Background: an optimization exercise with open tools, aiming at small area and a short achievable clock period. Do not read the settings as production practice.
No run shown here included a check of the RTL's function; only the layout flow was run.

**design/flow/run.sh**
```bash
#!/bin/bash
# synth_recipe.tcl (not shown) runs the flow's synth.tcl, then flattens the netlist and writes it again
# the make line also repeats each setting of config.mk as NAME=value (left out here)
make -C /OpenROAD-flow-scripts/flow DESIGN_CONFIG=/design/flow/config.mk WORK_HOME=/design/flow/orfs CLKGATE_MAP_FILE= SYNTH_SCRIPT=/design/flow/synth_recipe.tcl finish
```
**design/flow/constraint.sdc**
```tcl
create_clock -name core_clock -period 42.0 [get_ports {clk}]
set_input_delay 8.4000 -clock core_clock [delete_from_list [all_inputs] [get_ports {clk}]]
set_output_delay 8.4000 -clock core_clock [all_outputs]
set_load 0.01 [all_outputs]
```
**design/flow/design.v**
```verilog
module cla_nbit #(
    parameter n = 4
) (
  input   [n-1:0] a,
  input   [n-1:0] b,
  input           ci,
  output  [n-1:0] s,
  output          co
  );
  wire [n-1:0] g;
  wire [n-1:0] p;
  wire [  n:0] c;
  assign c[0] = ci;
  assign co   = c[n];
  genvar i;   
  generate
    for (i = 0; i < n; i = i + 1) begin : addbit
      assign s[i] = a[i] ^ b[i] ^ c[i];
      assign g[i] = a[i] & b[i];
      assign p[i] = a[i] | b[i];
      assign c[i + 1] = g[i] | (p[i] & c[i]);
    end
  endgenerate
endmodule
module mul2x2(
	input  [1:0] a,
	input  [1:0] b,
	output [3:0] c
	);
	wire [3:0] tmp;
	assign tmp[0] = a[0] & b[0];
	assign tmp[1] = (a[1]&b[0]) ^ (a[0]&b[1]);
	assign tmp[2] = (a[0]&b[1]) & (a[1]&b[0]) ^ (a[1]&b[1]);
	assign tmp[3] = (a[0]&b[1]) & (a[1]&b[0]) & (a[1]&b[1]);
	assign c 	  = {tmp[3],tmp[2],tmp[1],tmp[0]};
endmodule
module mul4x4(
	input  [3:0] a,
	input  [3:0] b,
	output [7:0] c
	);
	wire [15:0] tmp1;
	wire [ 5:0] result1;
	wire [ 5:0] result2;
	wire 		co1,co2,co3;
	mul2x2 u1(a[3:2],b[3:2],tmp1[15:12]);
	mul2x2 u2(a[1:0],b[3:2],tmp1[11:8]);
	mul2x2 u3(a[3:2],b[1:0],tmp1[7:4]);
	mul2x2 u4(a[1:0],b[1:0],tmp1[3:0]);
	cla_nbit #(.n(6)) u5({tmp1[15:12],2'b0},{2'b0,tmp1[11:8]},1'b0	,result1	,co1);
	cla_nbit #(.n(6)) u6({2'b0,tmp1[7:4]}  ,{4'b0,tmp1[3:2]} ,co1 	,result2	,co2);
	cla_nbit #(.n(6)) u7(result1		   ,result2			 ,co2 	,c[7:2] 	,co3);
	assign c[1:0] = tmp1[1:0];
endmodule
module mul8x8(
	input  [ 7:0] a,
	input  [ 7:0] b,
	output [15:0] c
);
	wire [31:0] tmp1;
	wire [11:0] result1;
	wire [11:0] result2;
	wire co1,co2,co3;
	mul4x4 u1(a[7:4],b[7:4],tmp1[31:24]);
	mul4x4 u2(a[3:0],b[7:4],tmp1[23:16]);
	mul4x4 u3(a[7:4],b[3:0],tmp1[15:8]);
	mul4x4 u4(a[3:0],b[3:0],tmp1[7:0]);
	cla_nbit #(.n(12)) u5({tmp1[31:24],4'b0} ,{4'b0,tmp1[23:16]} ,1'b0 ,result1 ,co1);
	cla_nbit #(.n(12)) u6({4'b0,tmp1[15:8]}  ,{8'b0,tmp1[7:4]}   ,co1  ,result2 ,co2);
	cla_nbit #(.n(12)) u7(result1			 ,result2			 ,co2  ,c[15:4] ,co3);
	assign c[3:0] = tmp1[3:0];
endmodule
module mul16x16(
    input  [15:0] a,
    input  [15:0] b,
    output [31:0] c);
    wire [63:0] tmp1,tmp2;
    wire [23:0] result1;
    wire [23:0] result2;
    wire co1,co2,co3;
	assign tmp2 = tmp1;
    mul8x8 u1(a[15:8],b[15:8],tmp1[63:48]);
    mul8x8 u2(a[7:0] ,b[15:8],tmp1[47:32]);
    mul8x8 u3(a[15:8],b[ 7:0],tmp1[31:16]);
    mul8x8 u4(a[7:0] ,b[ 7:0],tmp1[15:0]);
    cla_nbit #(.n(24)) u5({tmp2[63:48],8'b0} ,{8'b0,tmp2[47:32]} ,1'b0 ,result1 ,co1);
    cla_nbit #(.n(24)) u6({8'b0,tmp2[31:16]} ,{16'b0,tmp2[15:8]} ,co1  ,result2 ,co2);
    cla_nbit #(.n(24)) u7(result1            ,result2            ,co2  ,c[31:8] ,co3);
    assign c[7:0] = tmp2[7:0];
endmodule
module mul_normalizer (
	input  [ 4:0] exponent,
	input  [21:0] mantissa_prod,
	output [14:0] result
);
	wire [4:0] result_exponent;
	wire [9:0] result_mantissa;
	assign result_exponent = (mantissa_prod[21]) ? (exponent + 1'b1): exponent;
	assign result_mantissa = (mantissa_prod[21]) ? mantissa_prod[20:11]:mantissa_prod[19:10];
	assign result 		   = {result_exponent,result_mantissa};
endmodule
module int_fp_mul (
    input         mode,
    input  [15:0] a,
    input  [15:0] b,
    output [15:0] c,
    output        error  
    );
    wire [15:0] c_tmp;
    wire        c_sign,a_zero,b_zero;
    wire [4:0] sum_exponent, biased_sum_exponent;
    wire [15:0] multiplier_input1,multiplier_input2;
    wire [31:0] multiplier_output;
    wire [14:0] normalized_out;
    wire [21:0] mantissa_prod;
    wire c1,c2,underflow,overflow;
    assign overflow = (c1 && c2 && ~biased_sum_exponent[4]) ? 1'b1 :1'b0;
    assign underflow = (~c1 && ~c2 && biased_sum_exponent[4]) ? 1'b1:1'b0;
    assign a_zero = ~(|a);
    assign b_zero = ~(|b);
    assign c_sign = a[15] ^ b[15];
    assign multiplier_input1 = mode ? {5'b0,1'b1,a[9:0]} : ((a[7]==1'b0) ? {9'b0,a[6:0]} : {9'b0,~a[6:0]+1'b1});
    assign multiplier_input2 = mode ? {5'b0,1'b1,b[9:0]} : ((b[7]==1'b0) ? {9'b0,b[6:0]} : {9'b0,~b[6:0]+1'b1});
    assign c = mode ? ((a_zero | b_zero) ? 16'b0 : c_tmp) : ((a[7]^b[7] == 1'b0) ? multiplier_output[15:0] : {1'b1,~multiplier_output[14:0]+1'b1});
    assign c_tmp = (~error) ? {c_sign,normalized_out} : (underflow ? {c_sign,15'b0000_0000_0000_000} : {c_sign,5'b1111_1,10'b0000_0000_00});
    assign error = overflow | underflow; 
    assign mantissa_prod = multiplier_output[21:0];
    mul16x16 u1(multiplier_input1,multiplier_input2,multiplier_output);
    cla_nbit #(.n(5)) u2(a[14:10],b[14:10],1'b0,sum_exponent,c1);  
    cla_nbit #(.n(5)) u3(sum_exponent, 5'b10001,1'b0,biased_sum_exponent,c2);  
    mul_normalizer u4(biased_sum_exponent,mantissa_prod,normalized_out);
endmodule
module alignment (
	input  [14:0] bigger, 
	input  [14:0] smaller,
	output [13:0] aligned_small
	);
	wire c1;
	wire G;
	wire R;
	wire S;
	wire [4:0] bigger_exponent, smaller_exponent,shift_bits;
	wire [21:0] aligned_full;
	assign bigger_exponent  = bigger  [14:10];
	assign smaller_exponent = smaller [14:10];
	assign aligned_full = ({1'b1,smaller[9:0],11'd0} >> shift_bits);
	assign G = aligned_full[10];
	assign S = aligned_full[9];
	assign R = |aligned_full[8:0];
	assign aligned_small = {aligned_full[21:11],G,R,S};
	cla_nbit #(.n(5)) u1(bigger_exponent,~smaller_exponent+1'b1,1'b0,shift_bits,c1);
endmodule
module add_normalizer (
    input             sign,
    input      [ 4:0] exponent,
    input      [13:0] mantissa_add_in,
    output reg [15:0] result,
    input             if_carray,
    input             if_sub
    );
    wire [14:0] mantissa_add;
    reg [4:0] number_of_zero_lead;
    reg [3:0] left_shift_val;
    reg [14:0] norm_mantissa_add;
    reg [9:0] mantissa_tmp;
    wire [4:0] shift_left_exp;
    wire c1;
    wire borrow;
    reg round;
    assign mantissa_add = {if_carray,mantissa_add_in};
    always @ (*) begin
        if (mantissa_add[14:3] == 12'b0000_0000_0001) begin
            number_of_zero_lead = 5'd11;
        end else if (mantissa_add[14:4] == 11'b0000_0000_001) begin
            number_of_zero_lead = 5'd10;
        end else if (mantissa_add[14:5] == 10'b0000_0000_01) begin
            number_of_zero_lead = 5'd9;
        end else if (mantissa_add[14:6] == 9'b0000_0000_1) begin
            number_of_zero_lead = 5'd8;
        end else if (mantissa_add[14:7] == 8'b0000_0001) begin
            number_of_zero_lead = 5'd7;
        end else if (mantissa_add[14:8] == 7'b0000_001) begin
            number_of_zero_lead = 5'd6;
        end else if (mantissa_add[14:9] == 6'b0000_01) begin 
            number_of_zero_lead = 5'd5;
        end else if (mantissa_add[14:10] == 5'b0000_1) begin
            number_of_zero_lead = 5'd4;
        end else if (mantissa_add[14:11] == 4'b0001) begin
            number_of_zero_lead = 5'd3;
        end else if (mantissa_add[14:12] == 3'b001) begin
            number_of_zero_lead = 5'd2;
        end else if (mantissa_add[14:13] == 2'b01) begin
            number_of_zero_lead = 5'd1;
        end else begin 
            number_of_zero_lead = 5'd0;
        end 
    end
    always @(*) begin
        result[15]          = sign;
        left_shift_val      = number_of_zero_lead > shift_left_exp ? shift_left_exp : number_of_zero_lead;
        norm_mantissa_add   = (mantissa_add << left_shift_val[3:0]);
        if (!if_sub) begin 
            result[14:10] = if_carray ? exponent + 1'b1 : exponent;
        end else begin 
            result[14:10] = borrow ? 5'd0 : shift_left_exp ;
        end 
        round = (|norm_mantissa_add[2:0] || norm_mantissa_add[4])&&norm_mantissa_add[3];
        result[9:0]   = norm_mantissa_add[13:4] + {8'd0,round};
    end
    assign {borrow, shift_left_exp} = exponent-number_of_zero_lead + 1;
endmodule
module int_fp_add (
    input         mode,
    input  [15:0] a,
    input  [15:0] b,
    output [15:0] c
    );
    wire [13:0] adder_input_1,adder_input_2,aligned_small,adder_output;
    wire if_sub,a_sign, b_sign, c_sign,c1;
    wire [15:0] normalized_out;
    wire [4:0] higher_add,higher_a,higher_b;
    wire carry_valid;
    wire [15:0] result;
    reg [14:0] bigger, smaller;
    reg a_larger_b;
    assign a_sign        = a[15];
    assign b_sign        = b[15];
    assign if_sub        = (a_sign == b_sign) ? 1'b0 : 1'b1;
    assign c_sign        = a_larger_b ? a_sign : b_sign;
    assign higher_a      = (mode == 1'b0) ? a[15:11] : 5'b0;
    assign higher_b      = (mode == 1'b0) ? b[15:11] : 5'b0;
    assign adder_input_1 = (mode==1'b0) ? a[10:0] :{1'b1,bigger[9:0],3'd0};
    assign adder_input_2 = (mode==1'b0) ? b[10:0] : (if_sub ? ~aligned_small + 1'b1 : aligned_small);
    assign c             = (mode == 1'b0) ? {higher_add,adder_output} : result;
    always @(*) begin
        if (a[14:0] > b[14:0]) begin
            bigger = a[14:0];
            smaller = b[14:0];
            a_larger_b = 1'b1;
        end else begin 
            bigger = b[14:0];
            smaller = a[14:0];
            a_larger_b = 1'b0;
        end 
    end
    alignment u1(bigger,smaller,aligned_small);
    cla_nbit #(.n(14)) u2(adder_input_1,adder_input_2,1'b0,adder_output,c1);
    cla_nbit #(.n(5)) u3(higher_a,higher_b,c1,higher_add,c2);
    assign carry_valid = if_sub ? 0 : c1;
    add_normalizer u4(c_sign,bigger[14:10],adder_output,result,carry_valid,if_sub);
endmodule
module mac_unit
(
	input     [15:0] in_a,  
	input     [15:0] in_b,  
	input     [15:0] in_c,  
	input 	     	 mode,
	output    [15:0] mac_out,
	output 		     error
);
	wire [15:0] mul_out;
	int_fp_add add(
		.mode  ( mode  ) ,
		.a     (mul_out) ,
		.b     ( in_c  ) ,
		.c     (mac_out)
	);
	int_fp_mul mul(
		.mode  ( mode  ) ,
		.a     ( in_a  ) ,
		.b     ( in_b  ) ,
		.c     (mul_out),
		.error (error  )
	);
endmodule	
module mac_top
(
	input                    clk, 
	input                    rst_n,         
	input					 enable,
	input 					 valid,
	input 					 read,    
	input                    mode,    
	input					 cfg,
	input             [15:0] in_a, 
	input             [15:0] in_b, 
	output            [15:0] mac_out,
	output					 error
);
	reg [15:0] a_reg, b_reg, c_reg;
	reg mode_reg;
	wire [15:0] a,b,c,mac_out_tmp;
	wire float_int;
	assign a         = a_reg;
	assign b         = b_reg;
	assign c         = c_reg;
	assign float_int = mode_reg;
	assign mac_out   = (read && enable && ~valid) ? mac_out_tmp : 16'b0 ;  
	always @ ( posedge clk or negedge rst_n ) begin
		if ( ! rst_n ) begin
			a_reg    <= 16'b0 ;
			b_reg    <= 16'b0 ;
			c_reg    <= 16'b0;
			mode_reg <= 1'b0;
		end else if(enable) begin
			if (valid) begin 
				a_reg   <= in_a ;
				b_reg   <= in_b ;
				c_reg   <= mac_out_tmp;
			end
			else if (read) begin  
				c_reg <= 16'b0;
				a_reg <= 16'b0;
				b_reg <= 16'b0;
			end
		end else if (cfg) begin
			mode_reg <= mode;
		end 
	end 
	mac_unit u_mac (
		 .in_a    (a          ),
		 .in_b    (b          ),
		 .in_c    (c          ),
		 .mode    (float_int  ),
		 .mac_out (mac_out_tmp),
		 .error	  (error      )
	);
endmodule	
```
**design/flow/config.mk**
```make
export PLATFORM = sky130hd
export DESIGN_NAME = mac_top
export DESIGN_NICKNAME = mac_top
export VERILOG_FILES = /design/flow/design.v
export SDC_FILE = /design/flow/constraint.sdc
export NUM_CORES = 4
export LEC_CHECK = 0
export CAP_MARGIN = 20
export CORE_MARGIN = 2
export CORE_UTILIZATION = 40
export PLACE_DENSITY = 0.6
export SLEW_MARGIN = 20
```
==> summary.md, run 1 <==
## Clock network
- number of buffers created by CTS: 5
- clock tree from TritonCTS: done
- CTS clock-pin slew for the worst setup and hold paths: 90 ps
- root buffer selected by CTS: sky130_fd_sc_hd__clkbuf_16
- clock latency of the later-clocked register in the worst-skew pair: 330 ps
- Bufs on Longest Clock Path: 2
- deepest level of the CTS H-tree: 2
- number of sinks driven by the clock tree: 49
- hold buffers post-CTS: 0

## STA
- total setup violations reported at the end of the flow: 0
- ratio of final minimum period to clock period: 96.5%
- worst relative slew slack: 38.0%
- number of max-slew violations in the final report: 0
- f_max: 24.7 MHz
- Worst Hold Slack: 522 ps
- final worst path period need: 40520 ps
- transition at the pin with the smallest max-transition slack: 906 ps
- Hold Fails Final Rpt: 0
- skew final: 19.3 ps

## Global route
- maximum number of pins on one net before global-route repair: 78
- initial antenna violation count: 0
- met1 Track Usage GR: 29.9%
- Remaining Overflow, GRT: 0
- GR peak layer: met2
- global-route wire length before repair: 61.6 mm
- number of global-route vias before repair: 11300
- global routing usage on met2: 42.3%
- met3 routing resource usage after global routing: 1.85%
- all-layer global routing usage: 23.6%

## Synth
- proportion of synthesized chip area in sequential cells: 9.73%
- cell with the most instances after synthesis: sky130_fd_sc_hd__inv_1
- cell type contributing the most total cell area after synthesis: sky130_fd_sc_hd__fa_1
- Yosys reg bits: 49
- most instantiated flip-flop cell in the synthesis netlist: sky130_fd_sc_hd__dfrtp_1
- Syn Inst Count: 1534
- number of enable flip-flop cells after synthesis: 0
- share of the synthesized area in the top cell type: 18.4%
- ranking of synthesized cells by area: sky130_fd_sc_hd__fa_1 18%, sky130_fd_sc_hd__ha_1 16%, sky130_fd_sc_hd__dfrtp_1 9.7%
- total of warnings raised by yosys: 4
- library cells used by synthesis: 93
- top post-synthesis cells by count: 229 x sky130_fd_sc_hd__inv_1, 203 x sky130_fd_sc_hd__nor2_1, 166 x sky130_fd_sc_hd__ha_1
- number of nets produced by synthesis: 1855
- cell area after technology mapping: 0.0126 mm2
- average cell area after synthesis: 8.21 um2
- FFs w/ async S/R, synth: 100%

## Routing
- antenna-violating nets left: 0
- number of design rule violations left after detail routing: 0
- Avg WL per Cell: 19.5 um
- routed wire length: 38.5 mm
- post-detailed-route via-to-cell ratio: 5.65
- number of vias after detailed routing: 11100
- first drt pass iteration count: 5
- number of DRC markers after the initial detailed-route iteration: 804

## Setup path
- maximum fanout count along the critical path: 14
- library cell contributing the largest single delay on the critical path: sky130_fd_sc_hd__fa_1
- required time worst endpoint: 33600 ps
- Critical Path AT: 32120 ps
- most common cell type on the critical path: sky130_fd_sc_hd__fa_1
- critical path type: reg2out
- worst-case register-to-register setup slack: 10590 ps
- slowest cell delay on critical path: 700 ps
- Critical Path Start Type: flop
- kind of end point of the critical path: output pin

## Floorplanning
- floorplan core area: 0.0308 mm2
- DIE AREA: 0.0329 mm2
- number of cell rows: 64
- Initial Utilization: 40.9%
- vertical die dimension: 181 um
- width of the die: 181 um
- I/O pin total: 56

## Final layout
- final cell count without fillers: 1974
- area growth from synthesis to layout: 12.1%
- n_diodes: 0
- final-stage net count: 1898
- area of all placed cells without fillers: 0.0141 mm2
- share of final-layout standard cells stronger than drive strength 1: 9.63%

## Place
- number of buffers inserted by port buffering: 55
- Post-DP Area: 0.0136 mm2
- placed wire-length estimate after detailed placement: 31.4 mm
- placer's final routability congestion estimate: 0.965
- placed cell count: 1954

## Hold path
- Min-Delay Path Class: reg2reg

## Run status
- outcome: no timing/DRC/antenna violations

## Job
- Max Cap Violations: 0

-- area by class of cell --
cell class / count / area (um2)
clock buffers: 5 / 125
well taps: 396 / 495
clock inverters: 3 / 28.8
flip-flops and latches: 49 / 1230
inverters: 234 / 878
multi-input cells: 1189 / 10500
fillers: 3083 / 16700
repair buffers: 98 / 901
-- worst max-delay path: cells and delay by family (launching register included) --
family                     cells  cell delay [ps]
muxes                          1              260
DFF                            1              490
and+or+nand+nor               16             3310
buffers and inverters         26             2550
adders and majority gates     62            20350
AOI/OAI and AO/OA             17             3560
xor gates and xnor gates       6             1220
-- metal layers --
layer	routed length, um	up-vias
li1	-	5316
met4	1290	0
met1	16400	5432
met3	1550	75
met5	0	-
met2	19300	325
-- per-stage QoR --
step	setup slack, ps	TNS [ps]	utilization, %
after global routing	-124	-181	45.8
after global placement	890	0	44.1
after detailed placement	356	0	44.1
final	1480	0	45.8
after CTS	5.05	0	44.6
after floorplan	2600	0	-
-- cells in the final DEF, fill, tap and decap left out, types with 7 or more instances in the layout --
master | Yosys | routed
sky130_fd_sc_hd__nor2_1 | 203 | 198
sky130_fd_sc_hd__and3_1 | 22 | 22
sky130_fd_sc_hd__a22o_1 | 37 | 37
sky130_fd_sc_hd__nand2b_1 | 7 | 7
sky130_fd_sc_hd__nand3_1 | 25 | 24
sky130_fd_sc_hd__nor3_1 | 14 | 11
sky130_fd_sc_hd__xnor2_1 | 45 | 43
sky130_fd_sc_hd__o21ai_0 | 53 | 51
sky130_fd_sc_hd__a211oi_1 | 13 | 12
sky130_fd_sc_hd__and2_1 | 17 | 17
sky130_fd_sc_hd__a21oi_1 | 76 | 73
sky130_fd_sc_hd__mux2i_1 | 36 | 33
sky130_fd_sc_hd__o31ai_1 | 8 | 8
sky130_fd_sc_hd__dfrtp_1 | 49 | 47
sky130_fd_sc_hd__xor2_1 | 27 | 25
sky130_fd_sc_hd__mux4_2 | 11 | 11
sky130_fd_sc_hd__nand2_1 | 109 | 109
sky130_fd_sc_hd__inv_1 | 229 | 228
sky130_fd_sc_hd__fa_1 | 116 | 114
sky130_fd_sc_hd__nor4_1 | 9 | 9
sky130_fd_sc_hd__clkdlybuf4s50_1 | 0 | 54
sky130_fd_sc_hd__ha_1 | 166 | 166
sky130_fd_sc_hd__a21o_1 | 15 | 14
sky130_fd_sc_hd__a22oi_1 | 8 | 8
sky130_fd_sc_hd__o211ai_1 | 14 | 14
sky130_fd_sc_hd__a21oi_2 | 6 | 8
sky130_fd_sc_hd__buf_4 | 2 | 39
sky130_fd_sc_hd__a31oi_1 | 11 | 8
-- cell families (layout without fill, tap and decap cells) --
| family | after synthesis | in the layout | synth area share, % |
|---|---|---|---|
| adder cells (fa/ha/maj) | 286 | 286 | 35.2 |
| AO/OA/AOI/OAI | 319 | 319 | 17.7 |
| XOR/XNOR | 73 | 73 | 5.22 |
| AND/OR/NAND/NOR | 452 | 452 | 16.7 |
| multiplexers | 59 | 59 | 6.17 |
| buffers and inverters | 296 | 340 | 9.20 |
| flip-flops | 49 | 49 | 9.73 |
-- what timing repair did --
item	CTS	global route
resized for setup	0	51
endpoints found under the setup margin	0	10
buffers inserted	0	12
-- final timing paths --
kind                                start    endpoint  cells after the start
worst max-delay path             b_reg[0]  mac_out[4]                    128
worst min-delay path            c_reg[13]   c_reg[13]                      2
worst max register to register   b_reg[0]    c_reg[4]                    127
worst min register to register  c_reg[13]   c_reg[13]                      2
max in group asynchronous           rst_n    mode_reg                      2
min in group asynchronous           rst_n    b_reg[4]                      2
==> run 2: changes to the inputs <==
--- a/design/flow/design.v
+++ b/design/flow/design.v
@@ -250,79 +250,70 @@
     add_normalizer u4(c_sign,bigger[14:10],adder_output,result,carry_valid,if_sub);
 endmodule
-module mac_unit
-(
-	input     [15:0] in_a,  
-	input     [15:0] in_b,  
-	input     [15:0] in_c,  
-	input 	     	 mode,
-	output    [15:0] mac_out,
-	output 		     error
-);
-	wire [15:0] mul_out;
-	int_fp_add add(
-		.mode  ( mode  ) ,
-		.a     (mul_out) ,
-		.b     ( in_c  ) ,
-		.c     (mac_out)
-	);
-	int_fp_mul mul(
-		.mode  ( mode  ) ,
-		.a     ( in_a  ) ,
-		.b     ( in_b  ) ,
-		.c     (mul_out),
-		.error (error  )
-	);
-endmodule	
 module mac_top
 (
-	input                    clk, 
+	input                    clk,
 	input                    rst_n,         
-	input					 enable,
-	input 					 valid,
-	input 					 read,    
+	input                    enable,
+	input                    valid,
+	input                    read,    
 	input                    mode,    
-	input					 cfg,
-	input             [15:0] in_a, 
-	input             [15:0] in_b, 
+	input                    cfg,
+	input             [15:0] in_a,
+	input             [15:0] in_b,
 	output            [15:0] mac_out,
-	output					 error
+	output                   error
 );
-	reg [15:0] a_reg, b_reg, c_reg;
-	reg mode_reg;
-	wire [15:0] a,b,c,mac_out_tmp;
-	wire float_int;
-	assign a         = a_reg;
-	assign b         = b_reg;
-	assign c         = c_reg;
-	assign float_int = mode_reg;
-	assign mac_out   = (read && enable && ~valid) ? mac_out_tmp : 16'b0 ;  
+	reg [15:0] pf_reg;    
+	reg [15:0] pi_reg;    
+	reg        err_reg;   
+	reg [15:0] c_reg;
+	reg        mode_reg;
+	wire [15:0] pf_next, pi_next, mac_out_tmp;
+	wire        err_next, err_unused;
+	int_fp_mul mul_fp (
+		.mode  (1'b1    ),
+		.a     (in_a    ),
+		.b     (in_b    ),
+		.c     (pf_next ),
+		.error (err_next)
+	);
+	int_fp_mul mul_int (
+		.mode  (1'b0      ),
+		.a     (in_a      ),
+		.b     (in_b      ),
+		.c     (pi_next   ),
+		.error (err_unused)
+	);
 	always @ ( posedge clk or negedge rst_n ) begin
 		if ( ! rst_n ) begin
-			a_reg    <= 16'b0 ;
-			b_reg    <= 16'b0 ;
+			pf_reg   <= 16'b0;   
+			pi_reg   <= 16'b0;
+			err_reg  <= 1'b1;    
 			c_reg    <= 16'b0;
 			mode_reg <= 1'b0;
-		end else if(enable) begin
-			if (valid) begin 
-				a_reg   <= in_a ;
-				b_reg   <= in_b ;
+		end else if (enable) begin
+			if (valid) begin
+				pf_reg  <= pf_next;
+				pi_reg  <= pi_next;
+				err_reg <= err_next;
 				c_reg   <= mac_out_tmp;
 			end
 			else if (read) begin  
-				c_reg <= 16'b0;
-				a_reg <= 16'b0;
-				b_reg <= 16'b0;
+				pf_reg  <= 16'b0;
+				pi_reg  <= 16'b0;
+				err_reg <= 1'b1;
+				c_reg   <= 16'b0;
 			end
 		end else if (cfg) begin
 			mode_reg <= mode;
-		end 
-	end 
-	mac_unit u_mac (
-		 .in_a    (a          ),
-		 .in_b    (b          ),
-		 .in_c    (c          ),
-		 .mode    (float_int  ),
-		 .mac_out (mac_out_tmp),
-		 .error	  (error      )
+		end
+	end
+	int_fp_add add (
+		.mode  (mode_reg                     ),
+		.a     (mode_reg ? pf_reg : pi_reg   ),
+		.b     (c_reg                        ),
+		.c     (mac_out_tmp                  )
 	);
-endmodule	
+	assign error   = err_reg;
+	assign mac_out = (read && enable && ~valid) ? mac_out_tmp : 16'b0;
+endmodule
==> summary.md, run 2 <==
## Synth
- FFs w/ async S/R, synth: 100%
- Synth Area in XOR/XNOR: 4.63%
- main combinational cell family by area after synthesis: adder cells
- number of enable flip-flop cells after synthesis: 0
- library cells used by synthesis: 93
- average cell area after synthesis: 8.29 um2
- proportion of synthesized area in mux cells: 4.35%
- cell type contributing the most total cell area after synthesis: sky130_fd_sc_hd__fa_1
- Syn Inst Count: 1735
- Yosys reg bits: 50
- most instantiated flip-flop cell in the synthesis netlist: sky130_fd_sc_hd__dfrtp_1
- proportion of synthesized chip area in sequential cells: 8.71%
- top post-synthesis cells by count: 286 x sky130_fd_sc_hd__inv_1, 207 x sky130_fd_sc_hd__ha_1, 149 x sky130_fd_sc_hd__fa_1
- total of warnings raised by yosys: 4
- cell area after technology mapping: 0.0144 mm2
- post-synthesis adder-cell area fraction: 39.3%
- cell with the most instances after synthesis: sky130_fd_sc_hd__inv_1
- synthesized-area fraction occupied by ao, oa, aoi and oai cells: 16.7%
- synthesized-area fraction occupied by and/or/nand/nor cells: 16.6%
- ranking of synthesized cells by area: sky130_fd_sc_hd__fa_1 21%, sky130_fd_sc_hd__ha_1 18%, sky130_fd_sc_hd__dfrtp_1 8.5%
- share of the synthesized area in the top cell type: 20.7%
- number of nets produced by synthesis: 2130

## Final layout
- final-stage net count: 2138
- Final Util: 43.7%
- leading cell types in the layout, fill and taps excluded: 286 x sky130_fd_sc_hd__inv_1, 207 x sky130_fd_sc_hd__ha_1, 149 x sky130_fd_sc_hd__fa_1
- share of final-layout standard cells stronger than drive strength 1: 4.64%
- number of fillers in the final layout: 3606
- n_diodes: 0
- most frequent standard cell in the layout excluding fill and tap cells: sky130_fd_sc_hd__inv_1
- area growth from synthesis to layout: 7.77%

## Setup path
- critical path type: reg2out
- Critical Path AT: 19950 ps
- most common cell type on the critical path: sky130_fd_sc_hd__fa_1
- endpoint of the worst register-to-register path: c_reg[8]
- maximum fanout count along the critical path: 45
- kind of end point of the critical path: output pin
- worst flop-to-flop path startpoint: mode_reg
- slowest cell delay on critical path: 800 ps
- Worst setup endpoint: mac_out[8]
- Worst Setup SP: mode_reg
- Critical Path Start Type: flop
- worst-case register-to-register setup slack: 22830 ps
- required time worst endpoint: 33600 ps
- R2R depth: 69
- library cell contributing the largest single delay on the critical path: sky130_fd_sc_hd__dfrtp_2

## Clock network
- deepest level of the CTS H-tree: 2
- Bufs on Longest Clock Path: 2
- clock latency of the later-clocked register in the worst-skew pair: 290 ps
- CTS clock-pin slew for the worst setup and hold paths: 70 ps
- root buffer selected by CTS: sky130_fd_sc_hd__clkbuf_16
- number of buffers created by CTS: 5
- number of sinks driven by the clock tree: 50
- number of gates resized after cts: 0
- number of setup buffers added after CTS: 0
- hold buffers post-CTS: 0
- clock tree from TritonCTS: done

## STA
- setup repair after global routing missed its margin: false
- Setup Total Neg Slack: 0 ps
- ratio of final minimum period to clock period: 67.5%
- transition at the pin with the smallest max-transition slack: 1110 ps
- worst relative slew slack: 25.5%
- skew final: 5.57 ps
- total setup violations reported at the end of the flow: 0
- Hold Fails Final Rpt: 0
- Worst Hold Slack: 488 ps
- final worst path period need: 28350 ps
- f_max: 35.3 MHz
- number of max-slew violations in the final report: 0

## Global route
- Remaining Overflow, GRT: 0
- global-route wire length before repair: 66.9 mm
- maximum number of pins on one net before global-route repair: 51
- all-layer global routing usage: 21.9%
- number of global-route vias before repair: 12600
- initial antenna violation count: 1

## Floorplanning
- number of cell rows: 69
- Initial Utilization: 40.5%
- floorplan core area: 0.0355 mm2
- I/O pin total: 56
- vertical die dimension: 194 um
- DIE AREA: 0.0375 mm2
- width of the die: 194 um

## Run status
- outcome: no timing/DRC/antenna violations

## Routing
- Avg WL per Cell: 18.5 um
- first drt pass iteration count: 5
- antenna-violating nets left: 0
- post-detailed-route via-to-cell ratio: 5.57
- number of design rule violations left after detail routing: 0
- routed wire length: 40.7 mm
- number of vias after detailed routing: 12300
- number of DRC markers after the initial detailed-route iteration: 806

## Place
- placer's final routability congestion estimate: 0.948
- placed wire-length estimate after detailed placement: 33.6 mm
- number of buffers inserted by port buffering: 55

## Job
- Max Cap Violations: 0

## Hold path
- Min-Delay Path Class: reg2reg

-- run 2: logic make-up after synthesis --
family                     count (synthesis)
AOI/OAI and AO/OA                        342
xor gates and xnor gates                  76
adders and majority gates                364
buffers and inverters                    356
DFF                                       50
muxes                                     54
and+or+nand+nor                          493
-- run 2: layer usage --
metal	vias up	track usage, %	part of all wire, %	routed length [um]
met5	-	0	0.032	13
met4	2	6.79	3.1	1250
met3	65	1.74	5.0	2050
met2	394	37.4	47	19300
met1	5970	29.5	44	18100
li1	5850	-	-	-
-- run 2: through the flow --
step                      std cells  setup slack (ps)  instance area (um2)
after floorplan                1735             17570                14400
after global placement         2197             14790                15300
after detailed placement       2197             14320                15300
after CTS                      2205             13940                15500
after global routing           2205             12200                15500
final                          2205             13650                15500
-- run 2: area by class of cell --
class | count | area [um2] | area share, %
sequential | 50 | 1250 | 8.09
timing repair buffer | 69 | 651 | 4.20
tap | 461 | 577 | 3.72
multi-input combinational | 1329 | 11800 | 75.9
inverter | 288 | 1080 | 6.98
clock inverter | 3 | 43.8 | 0.283
clock buffer | 5 | 125 | 0.807
-- run 2: worst min path at each step --
stage,start,slack (ps),end,depth (start not counted)
2_1_floorplan,pi_reg[0],440,pi_reg[0],2
4_1_cts,pi_reg[0],500,pi_reg[0],2
6_report,pi_reg[0],490,pi_reg[0],2
3_5_place_dp,pi_reg[0],480,pi_reg[0],2
3_3_place_gp,pi_reg[0],480,pi_reg[0],2
5_1_grt,pi_reg[15],540,pi_reg[15],1
-- run 2: worst max-delay path: cells and delay by family, from the launching register on --
kind | cells | cell delay, ps
muxes | 1 | 770
adders and majority gates | 21 | 6580
AOI/OAI and AO/OA | 21 | 6310
xor gates and xnor gates | 1 | 190
and+or+nand+nor | 11 | 1920
DFF | 1 | 800
buffers and inverters | 15 | 3020

re-timing with driven ports:
In the flow no input, the clock included, has a driving cell. The finished layouts below were timed again as built, in two steps.
Step 1: set_driving_cell puts a clkbuf_16 on clk and a buf_2 on each other input, an assumption about the parent block.
Step 2 also shifts input and output timing later by t, the mid clock arrival at the registers, as if the neighbouring blocks saw the same clock.
Slacks: ideal ports / drivers / drivers and shift; pairs: ideal ports / drivers.
run | t, ns | slack for setup (ns) | worst hold slack (ns) | worst setup path after step 2 | latest minus earliest clock arrival (ns)
run 1 | 0.364 | 1.482 / 1.437 / 1.801 | 0.522 / 0.522 / 0.522 | register to output | 0.020 / 0.019
run 2 | 0.329 | 13.649 / 13.608 / 13.937 | 0.488 / 0.488 / 0.488 | register to output | 0.005 / 0.005
After both steps every run listed still meets setup and hold.
